This is an optimization exercise on Yosys and OpenROAD, whose aim is small area and few clock cycles per item, not a production implementation. No functional check of the RTL was part of this run.

### flow/config.mk
export PLATFORM = sky130hd
export DESIGN_NAME = md5_pipe
export DESIGN_NICKNAME = md5_pipe
export VERILOG_FILES = /design/flow/design.v
export SDC_FILE = /design/flow/constraint.sdc
export NUM_CORES = 8
export LEC_CHECK = 0
export CAP_MARGIN = 20
export CORE_MARGIN = 2
export CORE_UTILIZATION = 50
export CTS_BUF_LIST = sky130_fd_sc_hd__clkbuf_16
export CTS_CLUSTER_DIAMETER = 100
export CTS_CLUSTER_SIZE = 24
export GPL_TIMING_DRIVEN = 0
export SLEW_MARGIN = 20
### flow/constraint.sdc
create_clock -name core_clock -period 12.5 [get_ports {clk}]
set_input_delay 2.5000 -clock core_clock [delete_from_list [all_inputs] [get_ports {clk}]]
set_output_delay 2.5000 -clock core_clock [all_outputs]
set_load 0.01 [all_outputs]
### flow/design.v
module md5 (
    input          clk,
    input          rst_n,
    input          in_valid,
    input  [63:0]  msg,
    output         out_valid,
    output [127:0] hash,
    output [63:0]  out_msg
);
wire [31:0] m0_in = {msg[39:32], msg[47:40], msg[55:48], msg[63:56]};
wire [31:0] m1_in = {msg[7:0], msg[15:8], msg[23:16], msg[31:24]};
reg [31:0] s1_b2, s1_b1, s1_m0, s1_m1;
reg [31:0] s2_b5, s2_b4, s2_b3, s2_x5, s2_m0, s2_m1;
reg [31:0] s3_t7, s3_b7, s3_b6, s3_x8, s3_m0, s3_m1;
reg [31:0] s4_b10, s4_b9, s4_b8, s4_x10, s4_m0, s4_m1;
reg [31:0] s5_t12, s5_b12, s5_b11, s5_x13, s5_m0, s5_m1;
reg [31:0] s6_b15, s6_b14, s6_b13, s6_x15, s6_m0, s6_m1;
reg [31:0] s7_t17, s7_b17, s7_b16, s7_x18, s7_m0, s7_m1;
reg [31:0] s8_b20, s8_b19, s8_b18, s8_x20, s8_m0, s8_m1;
reg [31:0] s9_t22, s9_b22, s9_b21, s9_x23, s9_m0, s9_m1;
reg [31:0] s10_b25, s10_b24, s10_b23, s10_x25, s10_m0, s10_m1;
reg [31:0] s11_t27, s11_b27, s11_b26, s11_x28, s11_m0, s11_m1;
reg [31:0] s12_b30, s12_b29, s12_b28, s12_x30, s12_m0, s12_m1;
reg [31:0] s13_t32, s13_b32, s13_b31, s13_x33, s13_m0, s13_m1;
reg [31:0] s14_b35, s14_b34, s14_b33, s14_x35, s14_m0, s14_m1;
reg [31:0] s15_t37, s15_b37, s15_b36, s15_x38, s15_m0, s15_m1;
reg [31:0] s16_b40, s16_b39, s16_b38, s16_x40, s16_m0, s16_m1;
reg [31:0] s17_t42, s17_b42, s17_b41, s17_x43, s17_m0, s17_m1;
reg [31:0] s18_b45, s18_b44, s18_b43, s18_x45, s18_m0, s18_m1;
reg [31:0] s19_t47, s19_b47, s19_b46, s19_x48, s19_m0, s19_m1;
reg [31:0] s20_b50, s20_b49, s20_b48, s20_x50, s20_m0, s20_m1;
reg [31:0] s21_t52, s21_b52, s21_b51, s21_x53, s21_m0, s21_m1;
reg [31:0] s22_b55, s22_b54, s22_b53, s22_x55, s22_m0, s22_m1;
reg [31:0] s23_t57, s23_b57, s23_b56, s23_x58, s23_m0, s23_m1;
reg [31:0] s24_b60, s24_b59, s24_b58, s24_x60, s24_m0, s24_m1;
reg [31:0] s25_t62, s25_b62, s25_b61, s25_x63, s25_m0, s25_m1;
reg [25:1] v;
always @(posedge clk) begin
    v <= {v[24:1], in_valid} & {25{rst_n}};
end
wire [31:0] f0 = (32'hefcdab89 & 32'h98badcfe) | (~32'hefcdab89 & 32'h10325476);
wire [31:0] x0 = m0_in + 32'h3eafc779;
wire [31:0] t0 = add32(x0, f0);
wire [31:0] b1 = 32'hefcdab89 + {t0[24:0], t0[31:25]};
wire [31:0] f1 = (b1 & 32'hefcdab89) | (~b1 & 32'h98badcfe);
wire [31:0] x1 = m1_in + 32'hf8fa0bcc;
wire [31:0] t1 = add32(x1, f1);
wire [31:0] b2 = add32(b1, {t1[19:0], t1[31:20]});
always @(posedge clk) begin
    s1_b2 <= b2;
    s1_b1 <= b1;
    s1_m0 <= m0_in;
    s1_m1 <= m1_in;
end
wire [31:0] f2 = (s1_b2 & s1_b1) | (~s1_b2 & 32'hefcdab89);
wire [31:0] t2 = 32'hbcdb4e59 + f2;
wire [31:0] b3 = add32(s1_b2, {t2[14:0], t2[31:15]});
wire [31:0] f3 = (b3 & s1_b2) | (~b3 & s1_b1);
wire [31:0] t3 = 32'hb18b7a77 + f3;
wire [31:0] b4 = add32(b3, {t3[9:0], t3[31:10]});
wire [31:0] f4 = (b4 & b3) | (~b4 & s1_b2);
wire [31:0] x4 = s1_b1 + 32'hf57c0faf;
wire [31:0] t4 = add32(x4, f4);
wire [31:0] b5 = add32(b4, {t4[24:0], t4[31:25]});
wire [31:0] px5 = s1_b2 + 32'h4787c62a;
always @(posedge clk) begin
    s2_b5 <= b5;
    s2_b4 <= b4;
    s2_b3 <= b3;
    s2_x5 <= px5;
    s2_m0 <= s1_m0;
    s2_m1 <= s1_m1;
end
wire [31:0] f5 = (s2_b5 & s2_b4) | (~s2_b5 & s2_b3);
wire [31:0] t5 = add32(s2_x5, f5);
wire [31:0] b6 = add32(s2_b5, {t5[19:0], t5[31:20]});
wire [31:0] f6 = (b6 & s2_b5) | (~b6 & s2_b4);
wire [31:0] x6 = s2_b3 + 32'ha8304613;
wire [31:0] t6 = add32(x6, f6);
wire [31:0] b7 = add32(b6, {t6[14:0], t6[31:15]});
wire [31:0] f7 = (b7 & b6) | (~b7 & s2_b5);
wire [31:0] x7 = s2_b4 + 32'hfd469501;
wire [31:0] t7 = add32(x7, f7);
wire [31:0] px8 = s2_b5 + 32'h698098d8;
always @(posedge clk) begin
    s3_t7 <= t7;
    s3_b7 <= b7;
    s3_b6 <= b6;
    s3_x8 <= px8;
    s3_m0 <= s2_m0;
    s3_m1 <= s2_m1;
end
wire [31:0] b8 = add32(s3_b7, {s3_t7[9:0], s3_t7[31:10]});
wire [31:0] f8 = (b8 & s3_b7) | (~b8 & s3_b6);
wire [31:0] t8 = add32(s3_x8, f8);
wire [31:0] b9 = add32(b8, {t8[24:0], t8[31:25]});
wire [31:0] f9 = (b9 & b8) | (~b9 & s3_b7);
wire [31:0] x9 = s3_b6 + 32'h8b44f7af;
wire [31:0] t9 = add32(x9, f9);
wire [31:0] b10 = add32(b9, {t9[19:0], t9[31:20]});
wire [31:0] px10 = s3_b7 + 32'hffff5bb1;
always @(posedge clk) begin
    s4_b10 <= b10;
    s4_b9 <= b9;
    s4_b8 <= b8;
    s4_x10 <= px10;
    s4_m0 <= s3_m0;
    s4_m1 <= s3_m1;
end
wire [31:0] f10 = (s4_b10 & s4_b9) | (~s4_b10 & s4_b8);
wire [31:0] t10 = add32(s4_x10, f10);
wire [31:0] b11 = add32(s4_b10, {t10[14:0], t10[31:15]});
wire [31:0] f11 = (b11 & s4_b10) | (~b11 & s4_b9);
wire [31:0] x11 = s4_b8 + 32'h895cd7be;
wire [31:0] t11 = add32(x11, f11);
wire [31:0] b12 = add32(b11, {t11[9:0], t11[31:10]});
wire [31:0] f12 = (b12 & b11) | (~b12 & s4_b10);
wire [31:0] x12 = s4_b9 + 32'h6b901122;
wire [31:0] t12 = add32(x12, f12);
wire [31:0] px13 = s4_b10 + 32'hfd987193;
always @(posedge clk) begin
    s5_t12 <= t12;
    s5_b12 <= b12;
    s5_b11 <= b11;
    s5_x13 <= px13;
    s5_m0 <= s4_m0;
    s5_m1 <= s4_m1;
end
wire [31:0] b13 = add32(s5_b12, {s5_t12[24:0], s5_t12[31:25]});
wire [31:0] f13 = (b13 & s5_b12) | (~b13 & s5_b11);
wire [31:0] t13 = add32(s5_x13, f13);
wire [31:0] b14 = add32(b13, {t13[19:0], t13[31:20]});
wire [31:0] f14 = (b14 & b13) | (~b14 & s5_b12);
wire [31:0] x14 = s5_b11 + 32'ha67943ce;
wire [31:0] t14 = add32(x14, f14);
wire [31:0] b15 = add32(b14, {t14[14:0], t14[31:15]});
wire [31:0] px15 = s5_b12 + 32'h49b40821;
always @(posedge clk) begin
    s6_b15 <= b15;
    s6_b14 <= b14;
    s6_b13 <= b13;
    s6_x15 <= px15;
    s6_m0 <= s5_m0;
    s6_m1 <= s5_m1;
end
wire [31:0] f15 = (s6_b15 & s6_b14) | (~s6_b15 & s6_b13);
wire [31:0] t15 = add32(s6_x15, f15);
wire [31:0] b16 = add32(s6_b15, {t15[9:0], t15[31:10]});
wire [31:0] f16 = (s6_b14 & b16) | (s6_b15 & ~s6_b14);
wire [31:0] x16 = s6_b13 + 32'hf61e2562 + s6_m1;
wire [31:0] t16 = add32(x16, f16);
wire [31:0] b17 = add32(b16, {t16[26:0], t16[31:27]});
wire [31:0] f17 = (s6_b15 & b17) | (b16 & ~s6_b15);
wire [31:0] x17 = s6_b14 + 32'hc040b340;
wire [31:0] t17 = add32(x17, f17);
wire [31:0] px18 = s6_b15 + 32'h265e5a51;
always @(posedge clk) begin
    s7_t17 <= t17;
    s7_b17 <= b17;
    s7_b16 <= b16;
    s7_x18 <= px18;
    s7_m0 <= s6_m0;
    s7_m1 <= s6_m1;
end
wire [31:0] b18 = add32(s7_b17, {s7_t17[22:0], s7_t17[31:23]});
wire [31:0] f18 = (s7_b16 & b18) | (s7_b17 & ~s7_b16);
wire [31:0] t18 = add32(s7_x18, f18);
wire [31:0] b19 = add32(b18, {t18[17:0], t18[31:18]});
wire [31:0] f19 = (s7_b17 & b19) | (b18 & ~s7_b17);
wire [31:0] x19 = s7_b16 + 32'he9b6c7aa + s7_m0;
wire [31:0] t19 = add32(x19, f19);
wire [31:0] b20 = add32(b19, {t19[11:0], t19[31:12]});
wire [31:0] px20 = s7_b17 + 32'hd62f105d;
always @(posedge clk) begin
    s8_b20 <= b20;
    s8_b19 <= b19;
    s8_b18 <= b18;
    s8_x20 <= px20;
    s8_m0 <= s7_m0;
    s8_m1 <= s7_m1;
end
wire [31:0] f20 = (s8_b18 & s8_b20) | (s8_b19 & ~s8_b18);
wire [31:0] t20 = add32(s8_x20, f20);
wire [31:0] b21 = add32(s8_b20, {t20[26:0], t20[31:27]});
wire [31:0] f21 = (s8_b19 & b21) | (s8_b20 & ~s8_b19);
wire [31:0] x21 = s8_b18 + 32'h02441453;
wire [31:0] t21 = add32(x21, f21);
wire [31:0] b22 = add32(b21, {t21[22:0], t21[31:23]});
wire [31:0] f22 = (s8_b20 & b22) | (b21 & ~s8_b20);
wire [31:0] x22 = s8_b19 + 32'hd8a1e681;
wire [31:0] t22 = add32(x22, f22);
wire [31:0] px23 = s8_b20 + 32'he7d3fbc8;
always @(posedge clk) begin
    s9_t22 <= t22;
    s9_b22 <= b22;
    s9_b21 <= b21;
    s9_x23 <= px23;
    s9_m0 <= s8_m0;
    s9_m1 <= s8_m1;
end
wire [31:0] b23 = add32(s9_b22, {s9_t22[17:0], s9_t22[31:18]});
wire [31:0] f23 = (s9_b21 & b23) | (s9_b22 & ~s9_b21);
wire [31:0] t23 = add32(s9_x23, f23);
wire [31:0] b24 = add32(b23, {t23[11:0], t23[31:12]});
wire [31:0] f24 = (s9_b22 & b24) | (b23 & ~s9_b22);
wire [31:0] x24 = s9_b21 + 32'h21e1cde6;
wire [31:0] t24 = add32(x24, f24);
wire [31:0] b25 = add32(b24, {t24[26:0], t24[31:27]});
wire [31:0] px25 = s9_b22 + 32'hc3370816;
always @(posedge clk) begin
    s10_b25 <= b25;
    s10_b24 <= b24;
    s10_b23 <= b23;
    s10_x25 <= px25;
    s10_m0 <= s9_m0;
    s10_m1 <= s9_m1;
end
wire [31:0] f25 = (s10_b23 & s10_b25) | (s10_b24 & ~s10_b23);
wire [31:0] t25 = add32(s10_x25, f25);
wire [31:0] b26 = add32(s10_b25, {t25[22:0], t25[31:23]});
wire [31:0] f26 = (s10_b24 & b26) | (s10_b25 & ~s10_b24);
wire [31:0] x26 = s10_b23 + 32'hf4d50d87;
wire [31:0] t26 = add32(x26, f26);
wire [31:0] b27 = add32(b26, {t26[17:0], t26[31:18]});
wire [31:0] f27 = (s10_b25 & b27) | (b26 & ~s10_b25);
wire [31:0] x27 = s10_b24 + 32'h455a14ed;
wire [31:0] t27 = add32(x27, f27);
wire [31:0] px28 = s10_b25 + 32'ha9e3e905;
always @(posedge clk) begin
    s11_t27 <= t27;
    s11_b27 <= b27;
    s11_b26 <= b26;
    s11_x28 <= px28;
    s11_m0 <= s10_m0;
    s11_m1 <= s10_m1;
end
wire [31:0] b28 = add32(s11_b27, {s11_t27[11:0], s11_t27[31:12]});
wire [31:0] f28 = (s11_b26 & b28) | (s11_b27 & ~s11_b26);
wire [31:0] t28 = add32(s11_x28, f28);
wire [31:0] b29 = add32(b28, {t28[26:0], t28[31:27]});
wire [31:0] f29 = (s11_b27 & b29) | (b28 & ~s11_b27);
wire [31:0] x29 = s11_b26 + 32'hfcefa478;
wire [31:0] t29 = add32(x29, f29);
wire [31:0] b30 = add32(b29, {t29[22:0], t29[31:23]});
wire [31:0] px30 = s11_b27 + 32'h676f02d9;
always @(posedge clk) begin
    s12_b30 <= b30;
    s12_b29 <= b29;
    s12_b28 <= b28;
    s12_x30 <= px30;
    s12_m0 <= s11_m0;
    s12_m1 <= s11_m1;
end
wire [31:0] f30 = (s12_b28 & s12_b30) | (s12_b29 & ~s12_b28);
wire [31:0] t30 = add32(s12_x30, f30);
wire [31:0] b31 = add32(s12_b30, {t30[17:0], t30[31:18]});
wire [31:0] f31 = (s12_b29 & b31) | (s12_b30 & ~s12_b29);
wire [31:0] x31 = s12_b28 + 32'h8d2a4c8a;
wire [31:0] t31 = add32(x31, f31);
wire [31:0] b32 = add32(b31, {t31[11:0], t31[31:12]});
wire [31:0] f32 = b32 ^ b31 ^ s12_b30;
wire [31:0] x32 = s12_b29 + 32'hfffa3942;
wire [31:0] t32 = add32(x32, f32);
wire [31:0] px33 = s12_b30 + 32'h8771f681;
always @(posedge clk) begin
    s13_t32 <= t32;
    s13_b32 <= b32;
    s13_b31 <= b31;
    s13_x33 <= px33;
    s13_m0 <= s12_m0;
    s13_m1 <= s12_m1;
end
wire [31:0] b33 = add32(s13_b32, {s13_t32[27:0], s13_t32[31:28]});
wire [31:0] f33 = b33 ^ s13_b32 ^ s13_b31;
wire [31:0] t33 = add32(s13_x33, f33);
wire [31:0] b34 = add32(b33, {t33[20:0], t33[31:21]});
wire [31:0] f34 = b34 ^ b33 ^ s13_b32;
wire [31:0] x34 = s13_b31 + 32'h6d9d6122;
wire [31:0] t34 = add32(x34, f34);
wire [31:0] b35 = add32(b34, {t34[15:0], t34[31:16]});
wire [31:0] px35 = s13_b32 + 32'hfde5384c;
always @(posedge clk) begin
    s14_b35 <= b35;
    s14_b34 <= b34;
    s14_b33 <= b33;
    s14_x35 <= px35;
    s14_m0 <= s13_m0;
    s14_m1 <= s13_m1;
end
wire [31:0] f35 = s14_b35 ^ s14_b34 ^ s14_b33;
wire [31:0] t35 = add32(s14_x35, f35);
wire [31:0] b36 = add32(s14_b35, {t35[8:0], t35[31:9]});
wire [31:0] f36 = b36 ^ s14_b35 ^ s14_b34;
wire [31:0] x36 = s14_b33 + 32'ha4beea44 + s14_m1;
wire [31:0] t36 = add32(x36, f36);
wire [31:0] b37 = add32(b36, {t36[27:0], t36[31:28]});
wire [31:0] f37 = b37 ^ b36 ^ s14_b35;
wire [31:0] x37 = s14_b34 + 32'h4bdecfa9;
wire [31:0] t37 = add32(x37, f37);
wire [31:0] px38 = s14_b35 + 32'hf6bb4b60;
always @(posedge clk) begin
    s15_t37 <= t37;
    s15_b37 <= b37;
    s15_b36 <= b36;
    s15_x38 <= px38;
    s15_m0 <= s14_m0;
    s15_m1 <= s14_m1;
end
wire [31:0] b38 = add32(s15_b37, {s15_t37[20:0], s15_t37[31:21]});
wire [31:0] f38 = b38 ^ s15_b37 ^ s15_b36;
wire [31:0] t38 = add32(s15_x38, f38);
wire [31:0] b39 = add32(b38, {t38[15:0], t38[31:16]});
wire [31:0] f39 = b39 ^ b38 ^ s15_b37;
wire [31:0] x39 = s15_b36 + 32'hbebfbc70;
wire [31:0] t39 = add32(x39, f39);
wire [31:0] b40 = add32(b39, {t39[8:0], t39[31:9]});
wire [31:0] px40 = s15_b37 + 32'h289b7ec6;
always @(posedge clk) begin
    s16_b40 <= b40;
    s16_b39 <= b39;
    s16_b38 <= b38;
    s16_x40 <= px40;
    s16_m0 <= s15_m0;
    s16_m1 <= s15_m1;
end
wire [31:0] f40 = s16_b40 ^ s16_b39 ^ s16_b38;
wire [31:0] t40 = add32(s16_x40, f40);
wire [31:0] b41 = add32(s16_b40, {t40[27:0], t40[31:28]});
wire [31:0] f41 = b41 ^ s16_b40 ^ s16_b39;
wire [31:0] x41 = s16_b38 + 32'heaa127fa + s16_m0;
wire [31:0] t41 = add32(x41, f41);
wire [31:0] b42 = add32(b41, {t41[20:0], t41[31:21]});
wire [31:0] f42 = b42 ^ b41 ^ s16_b40;
wire [31:0] x42 = s16_b39 + 32'hd4ef3085;
wire [31:0] t42 = add32(x42, f42);
wire [31:0] px43 = s16_b40 + 32'h04881d05;
always @(posedge clk) begin
    s17_t42 <= t42;
    s17_b42 <= b42;
    s17_b41 <= b41;
    s17_x43 <= px43;
    s17_m0 <= s16_m0;
    s17_m1 <= s16_m1;
end
wire [31:0] b43 = add32(s17_b42, {s17_t42[15:0], s17_t42[31:16]});
wire [31:0] f43 = b43 ^ s17_b42 ^ s17_b41;
wire [31:0] t43 = add32(s17_x43, f43);
wire [31:0] b44 = add32(b43, {t43[8:0], t43[31:9]});
wire [31:0] f44 = b44 ^ b43 ^ s17_b42;
wire [31:0] x44 = s17_b41 + 32'hd9d4d039;
wire [31:0] t44 = add32(x44, f44);
wire [31:0] b45 = add32(b44, {t44[27:0], t44[31:28]});
wire [31:0] px45 = s17_b42 + 32'he6db99e5;
always @(posedge clk) begin
    s18_b45 <= b45;
    s18_b44 <= b44;
    s18_b43 <= b43;
    s18_x45 <= px45;
    s18_m0 <= s17_m0;
    s18_m1 <= s17_m1;
end
wire [31:0] f45 = s18_b45 ^ s18_b44 ^ s18_b43;
wire [31:0] t45 = add32(s18_x45, f45);
wire [31:0] b46 = add32(s18_b45, {t45[20:0], t45[31:21]});
wire [31:0] f46 = b46 ^ s18_b45 ^ s18_b44;
wire [31:0] x46 = s18_b43 + 32'h1fa27cf8;
wire [31:0] t46 = add32(x46, f46);
wire [31:0] b47 = add32(b46, {t46[15:0], t46[31:16]});
wire [31:0] f47 = b47 ^ b46 ^ s18_b45;
wire [31:0] x47 = s18_b44 + 32'hc4ac56e5;
wire [31:0] t47 = add32(x47, f47);
wire [31:0] px48 = s18_b45 + 32'hf4292244 + s18_m0;
always @(posedge clk) begin
    s19_t47 <= t47;
    s19_b47 <= b47;
    s19_b46 <= b46;
    s19_x48 <= px48;
    s19_m0 <= s18_m0;
    s19_m1 <= s18_m1;
end
wire [31:0] b48 = add32(s19_b47, {s19_t47[8:0], s19_t47[31:9]});
wire [31:0] f48 = s19_b47 ^ (b48 | ~s19_b46);
wire [31:0] t48 = add32(s19_x48, f48);
wire [31:0] b49 = add32(b48, {t48[25:0], t48[31:26]});
wire [31:0] f49 = b48 ^ (b49 | ~s19_b47);
wire [31:0] x49 = s19_b46 + 32'h432aff97;
wire [31:0] t49 = add32(x49, f49);
wire [31:0] b50 = add32(b49, {t49[21:0], t49[31:22]});
wire [31:0] px50 = s19_b47 + 32'hab9423e7;
always @(posedge clk) begin
    s20_b50 <= b50;
    s20_b49 <= b49;
    s20_b48 <= b48;
    s20_x50 <= px50;
    s20_m0 <= s19_m0;
    s20_m1 <= s19_m1;
end
wire [31:0] f50 = s20_b49 ^ (s20_b50 | ~s20_b48);
wire [31:0] t50 = add32(s20_x50, f50);
wire [31:0] b51 = add32(s20_b50, {t50[16:0], t50[31:17]});
wire [31:0] f51 = s20_b50 ^ (b51 | ~s20_b49);
wire [31:0] x51 = s20_b48 + 32'hfc93a039;
wire [31:0] t51 = add32(x51, f51);
wire [31:0] b52 = add32(b51, {t51[10:0], t51[31:11]});
wire [31:0] f52 = b51 ^ (b52 | ~s20_b50);
wire [31:0] x52 = s20_b49 + 32'h655b59c3;
wire [31:0] t52 = add32(x52, f52);
wire [31:0] px53 = s20_b50 + 32'h8f0ccc92;
always @(posedge clk) begin
    s21_t52 <= t52;
    s21_b52 <= b52;
    s21_b51 <= b51;
    s21_x53 <= px53;
    s21_m0 <= s20_m0;
    s21_m1 <= s20_m1;
end
wire [31:0] b53 = add32(s21_b52, {s21_t52[25:0], s21_t52[31:26]});
wire [31:0] f53 = s21_b52 ^ (b53 | ~s21_b51);
wire [31:0] t53 = add32(s21_x53, f53);
wire [31:0] b54 = add32(b53, {t53[21:0], t53[31:22]});
wire [31:0] f54 = b53 ^ (b54 | ~s21_b52);
wire [31:0] x54 = s21_b51 + 32'hffeff47d;
wire [31:0] t54 = add32(x54, f54);
wire [31:0] b55 = add32(b54, {t54[16:0], t54[31:17]});
wire [31:0] px55 = s21_b52 + 32'h85845dd1 + s21_m1;
always @(posedge clk) begin
    s22_b55 <= b55;
    s22_b54 <= b54;
    s22_b53 <= b53;
    s22_x55 <= px55;
    s22_m0 <= s21_m0;
    s22_m1 <= s21_m1;
end
wire [31:0] f55 = s22_b54 ^ (s22_b55 | ~s22_b53);
wire [31:0] t55 = add32(s22_x55, f55);
wire [31:0] b56 = add32(s22_b55, {t55[10:0], t55[31:11]});
wire [31:0] f56 = s22_b55 ^ (b56 | ~s22_b54);
wire [31:0] x56 = s22_b53 + 32'h6fa87e4f;
wire [31:0] t56 = add32(x56, f56);
wire [31:0] b57 = add32(b56, {t56[25:0], t56[31:26]});
wire [31:0] f57 = b56 ^ (b57 | ~s22_b55);
wire [31:0] x57 = s22_b54 + 32'hfe2ce6e0;
wire [31:0] t57 = add32(x57, f57);
wire [31:0] px58 = s22_b55 + 32'ha3014314;
always @(posedge clk) begin
    s23_t57 <= t57;
    s23_b57 <= b57;
    s23_b56 <= b56;
    s23_x58 <= px58;
    s23_m0 <= s22_m0;
    s23_m1 <= s22_m1;
end
wire [31:0] b58 = add32(s23_b57, {s23_t57[21:0], s23_t57[31:22]});
wire [31:0] f58 = s23_b57 ^ (b58 | ~s23_b56);
wire [31:0] t58 = add32(s23_x58, f58);
wire [31:0] b59 = add32(b58, {t58[16:0], t58[31:17]});
wire [31:0] f59 = b58 ^ (b59 | ~s23_b57);
wire [31:0] x59 = s23_b56 + 32'h4e0811a1;
wire [31:0] t59 = add32(x59, f59);
wire [31:0] b60 = add32(b59, {t59[10:0], t59[31:11]});
wire [31:0] px60 = s23_b57 + 32'hf7537e82;
always @(posedge clk) begin
    s24_b60 <= b60;
    s24_b59 <= b59;
    s24_b58 <= b58;
    s24_x60 <= px60;
    s24_m0 <= s23_m0;
    s24_m1 <= s23_m1;
end
wire [31:0] f60 = s24_b59 ^ (s24_b60 | ~s24_b58);
wire [31:0] t60 = add32(s24_x60, f60);
wire [31:0] b61 = add32(s24_b60, {t60[25:0], t60[31:26]});
wire [31:0] f61 = s24_b60 ^ (b61 | ~s24_b59);
wire [31:0] x61 = s24_b58 + 32'hbd3af235;
wire [31:0] t61 = add32(x61, f61);
wire [31:0] b62 = add32(b61, {t61[21:0], t61[31:22]});
wire [31:0] f62 = b61 ^ (b62 | ~s24_b60);
wire [31:0] x62 = s24_b59 + 32'h2ad7d33b;
wire [31:0] t62 = add32(x62, f62);
wire [31:0] px63 = s24_b60 + 32'heb86d391;
always @(posedge clk) begin
    s25_t62 <= t62;
    s25_b62 <= b62;
    s25_b61 <= b61;
    s25_x63 <= px63;
    s25_m0 <= s24_m0;
    s25_m1 <= s24_m1;
end
wire [31:0] b63 = add32(s25_b62, {s25_t62[16:0], s25_t62[31:17]});
wire [31:0] f63 = s25_b62 ^ (b63 | ~s25_b61);
wire [31:0] t63 = add32(s25_x63, f63);
wire [31:0] hb = b63 + {t63[10:0], t63[31:11]} + 32'hefcdab89;
wire [31:0] ha = s25_b61 + 32'h67452301;
wire [31:0] hc = b63 + 32'h98badcfe;
wire [31:0] hd = s25_b62 + 32'h10325476;
assign hash = {{ha[7:0], ha[15:8], ha[23:16], ha[31:24]}, {hb[7:0], hb[15:8], hb[23:16], hb[31:24]}, {hc[7:0], hc[15:8], hc[23:16], hc[31:24]}, {hd[7:0], hd[15:8], hd[23:16], hd[31:24]}};
assign out_msg = {{s25_m0[7:0], s25_m0[15:8], s25_m0[23:16], s25_m0[31:24]}, {s25_m1[7:0], s25_m1[15:8], s25_m1[23:16], s25_m1[31:24]}};
assign out_valid = v[25];
function [31:0] add32;    
    input [31:0] a, b;
    reg [31:0] g, p, gn, pn;
    integer l, i, j;
    begin
        g = a & b; p = a ^ b;
        for (l = 0; l < 5; l = l + 1) begin
            gn = g; pn = p;
            for (i = 0; i < 32; i = i + 1)
                if ((i >> l) & 1) begin
                    j = ((i >> l) << l) - 1;
                    gn[i] = g[i] | (p[i] & g[j]);
                    pn[i] = p[i] & p[j];
                end
            g = gn; p = pn;
        end
        add32 = a ^ b ^ {g[30:0], 1'b0};
    end
endfunction
endmodule
module md5_pipe (
    input          clk,
    input          rst_n,       
    input          in_valid,
    output         in_ready,
    input  [63:0]  msg,         
    output         out_valid,
    output [127:0] hash,        
    output [63:0]  out_msg      
);
assign in_ready = 1'b1;
md5 core (
    .clk      (clk),
    .rst_n    (rst_n),
    .in_valid (in_valid),
    .msg      (msg),
    .out_valid(out_valid),
    .hash     (hash),
    .out_msg  (out_msg)
);
endmodule
### flow/flow/run.sh
#!/bin/bash
# Own layout flow: the standard ORFS flow (standard.sh, all steps from
# synthesis to the final layout), with one change: synthesis maps the logic
# with the ABC script in flow/abc.script instead of ORFS's abc_speed.script.
# Yosys, register mapping, flattening and renaming are the standard flow's own
# (synth_recipe.tcl), so the registers are the standard synthesis's.
set -euo pipefail
W=$PWD
rm -rf "$W/scripts_mod"
cp -r "$FLOW_HOME/scripts" "$W/scripts_mod"
cp "$W/flow/abc.script" "$W/scripts_mod/abc_speed.script"
bash "$W/standard.sh" SCRIPTS_DIR="$W/scripts_mod" SYNTH_ARGS=-noabc ADDER_MAP_FILE= "CTS_ARGS=-sink_clustering_enable -repair_clock_nets -dont_use_dummy_load -buf_list sky130_fd_sc_hd__clkbuf_8 -sink_clustering_size 15 -sink_clustering_max_diameter 70" finish > "$W/orfs_make.log" 2>&1
### flow/flow/abc.script
&get -n
&st
&dch
&nf -R 40
&put
buffer -c
topo
stime -c
upsize -c
dnsize -c
### flow/standard.sh
#!/bin/bash
# synth_recipe.tcl (not shown) runs the flow's synth.tcl, then flattens the netlist and writes it again
# the make line also repeats each setting of config.mk as NAME=value (left out here)
make -C /OpenROAD-flow-scripts/flow DESIGN_CONFIG=/design/flow/config.mk WORK_HOME=/design/flow/orfs CLKGATE_MAP_FILE= SYNTH_SCRIPT=/design/flow/synth_recipe.tcl "${@:-finish}"
==> flow_metrics.tcl <==
set metrics [dict create \
    r2r_cells 49 \
    cts.sink_count 4761 \
    arrival_ps 10150 \
    core_area_sq_mm 0.611 \
    drt_wl_total_microns 1050000 \
    viasPerCell 5.43 \
    cp_num_cells 47 \
    wl_per_cell_microns 22.8 \
    grt_start_max_net_pins 19 \
    yosysTopAreaCellShare 0.311 \
    ys_seq_area_frac 0.311 \
    firstDrtPassIters 9 \
    startpoint "core.s25_b62[1]" \
    finalCritPeriodShare 1.01 \
    holdBufCountCts 0 \
    reg2reg_slack_ps 350 \
    endpoint_kind "output pin" \
    crit_fanout 3 \
    yosysTopAreaCell "dfxtp_1" \
    rsz0062_at_grt "yes" \
    final_net_count 38100 \
    first_iter_violations 20400 \
    die_x_microns 787 \
    synth_cell_types 181 \
    drc 0 \
    outcome "complete, but fails checks" \
    fin_hold_ws_ps 220 \
    synth_area_leaders "dfxtp_1, xnor2_1, xor2_1" \
    endpoint "hash[70]" \
    place.gp.congestion 0.989 \
    slowest_stage "dfxtp_4" \
    vias 251000 \
    synth_edf_count 0 \
    clock.fmax_mhz 79.1 \
    reg2reg_from "core.s5_t12[26]" \
    critPathRequiredTime_ps 10000 \
    path_class "reg2out" \
    cts_root_buf "clkbuf_8" \
    multi_input_area_sq_mm 0.211 \
    path_clk_slew_ps 90 \
    final_hold_viol_count 0 \
    rr_endpoint "core.s6_b15[30]" \
    synth_warnings 1 \
    cts_tree "built" \
    grt_pass1_vias 233000 \
    cpPeakStageDelay_ps 370 \
    die_y_microns 787 \
    hold_path.class "reg2reg" \
    portBuffers 259 \
    setup_viol 5 \
    netlist_area_sq_mm 0.307 \
    track_usage 0.323 \
    overflow 0 \
    violatedChecks "setup timing" \
    fill_cells 57400 \
    grt_pass1_wl_microns 1510000 \
    final_common_cell "xnor2_1" \
    syn_inst 37100 \
    critPathMostFrequentCell "maj3_2" \
    clock_latency_ps 1370 \
    die-area_sq_mm 0.619 \
    syn_to_final_growth_pct 10.2 \
    antenna_found_initial 98 \
    tightest_slew_ps 1330 \
    cp_top_family "adder cells" \
    layout-drive-gt1-share 0.0845 \
    async_flop_share 0 \
    drv_slew 0 \
    period_minus_slack_ps 12650 \
    cts_buffers 435 \
    cts_max_level 5 \
    cts_buffer_depth 4 \
    worstSetupStartpointType "flip-flop" \
    ant_nets 0 \
    ys_seq_elements 4761 \
    row_count 287 \
    relSlewSlack 0.109 \
    syn-num-nets 37200 \
    crit_buf_inv 2 \
    start_util 0.502 \
    max_cap_violations 0 \
    layout_common_cells "xnor2_1, dfxtp_1, nand2_1" \
    fin_ws_ps -146 \
    io_pins 261 \
    register_area_sq_mm 0.0954 \
    skew_ps 211 \
    synth_ff_type "dfxtp_1" \
    finalSetupTns_ps -535 \
    synth_area_per_cell_sq_um 8.26 \
    dp_hpwl_microns 889000 \
]
-- what timing repair did --
action                                  CTS  global route
endpoints found under the setup margin  423           510
buffers inserted                        110           221
endpoints found under the hold margin     0             0
resized for setup                       611           910
pin swaps                                99           196
-- how the worst min path moves through the flow --
| stage | slack, ps | cells past startpoint | end | startpoint |
|---|---|---|---|---|
| after floorplan | 310 | 0 | core.s10_m0[0] | core.s9_m0[0] |
| after global routing | 210 | 0 | core.s23_m0[28] | core.s22_m0[28] |
| after global placement | 310 | 0 | core.s12_m1[27] | core.s11_m1[27] |
| final | 220 | 0 | core.s23_m0[28] | core.s22_m0[28] |
| after CTS | 220 | 0 | core.s23_m0[28] | core.s22_m0[28] |
| after detailed placement | 310 | 0 | core.s10_m0[11] | core.s9_m0[11] |
-- synth_stat cells (580+ instances only) --
master	n
xor2_1	4007
nor2_1	3648
maj3_1	828
inv_1	1866
nand2_1	3815
a21oi_1	1689
nand3_1	580
nor2b_1	963
dfxtp_1	4761
nand2b_1	866
o21ai_0	1430
xnor2_1	6264
and2_1	693
-- per-layer routing --
metal  GRT usage  wire (microns)  part of all wire
met5           0             129           0.00012
met4      0.0948           37600             0.036
met3      0.0448           73600             0.070
met2       0.532          474000              0.45
met1       0.441          468000              0.44
-- cell type report --
cell class / instances / area share
Multi-Input combinational cell: 29800 / 0.624
Sequential cell: 4761 / 0.282
Tap cell: 8092 / 0.0300
Inverter: 1880 / 0.0209
Clock buffer: 435 / 0.0177
Timing Repair Buffer: 590 / 0.0159
Buffer: 647 / 0.00897
Antenna cell: 49 / 0.000363
-- cells by family (layout without fill, tap and decap cells) --
logic type      count (synthesis)  count (layout)  share of synthesized area
buf+inv                      2605            3552                     0.0338
flops                        4761            4761                      0.311
xor+xnor                    10400           10400                      0.304
simple gates                12300           12300                      0.188
other cells                     1              50                  0.0000122
compound gates               5577            5577                      0.115
fa+ha+maj                     892             892                     0.0294
mux                           568             568                     0.0189
-- per-stage QoR --
| step | utilization | instance area, sq um | cells | worst slack, ps |
|---|---|---|---|---|
| 2_1_floorplan | - | 307000 | 37100 | 80.7 |
| 3_3_place_gp | 0.523 | 319000 | 45500 | -2750 |
| 3_5_place_dp | 0.523 | 320000 | 45500 | -2830 |
| 4_1_cts | 0.540 | 330000 | 46000 | -349 |
| 5_1_grt | 0.553 | 338000 | 46200 | -717 |
| 6_report | 0.553 | 338000 | 46200 | -146 |

[what the ideal ports hide]
The flow's constraints put no driver on any port. The routed layout listed below was extracted and timed again, unchanged, in two steps. Step 1, drivers: a clkbuf_16 drives clk and a buf_2 each remaining input, both assumed. Step 2 moves the port delays by t, midway between the first and last clock arrival at a register: inputs arrive t later, outputs are due t later. That takes back most of the time a late clock gives input paths. a / b / c = ideal / step 1 / step 2; a / b = the first two.
shift t [ns]: 1.382
setup slack, ns: -0.146 / -0.278 / -0.854
hold WS [ns]: 0.220 / 0.220 / 0.220
slew at the worst register clock pin (ns): 0.11 / 0.11
For this run, drivers alone change the setup slack by -0.132 ns; drivers and shift together by -0.708 ns.
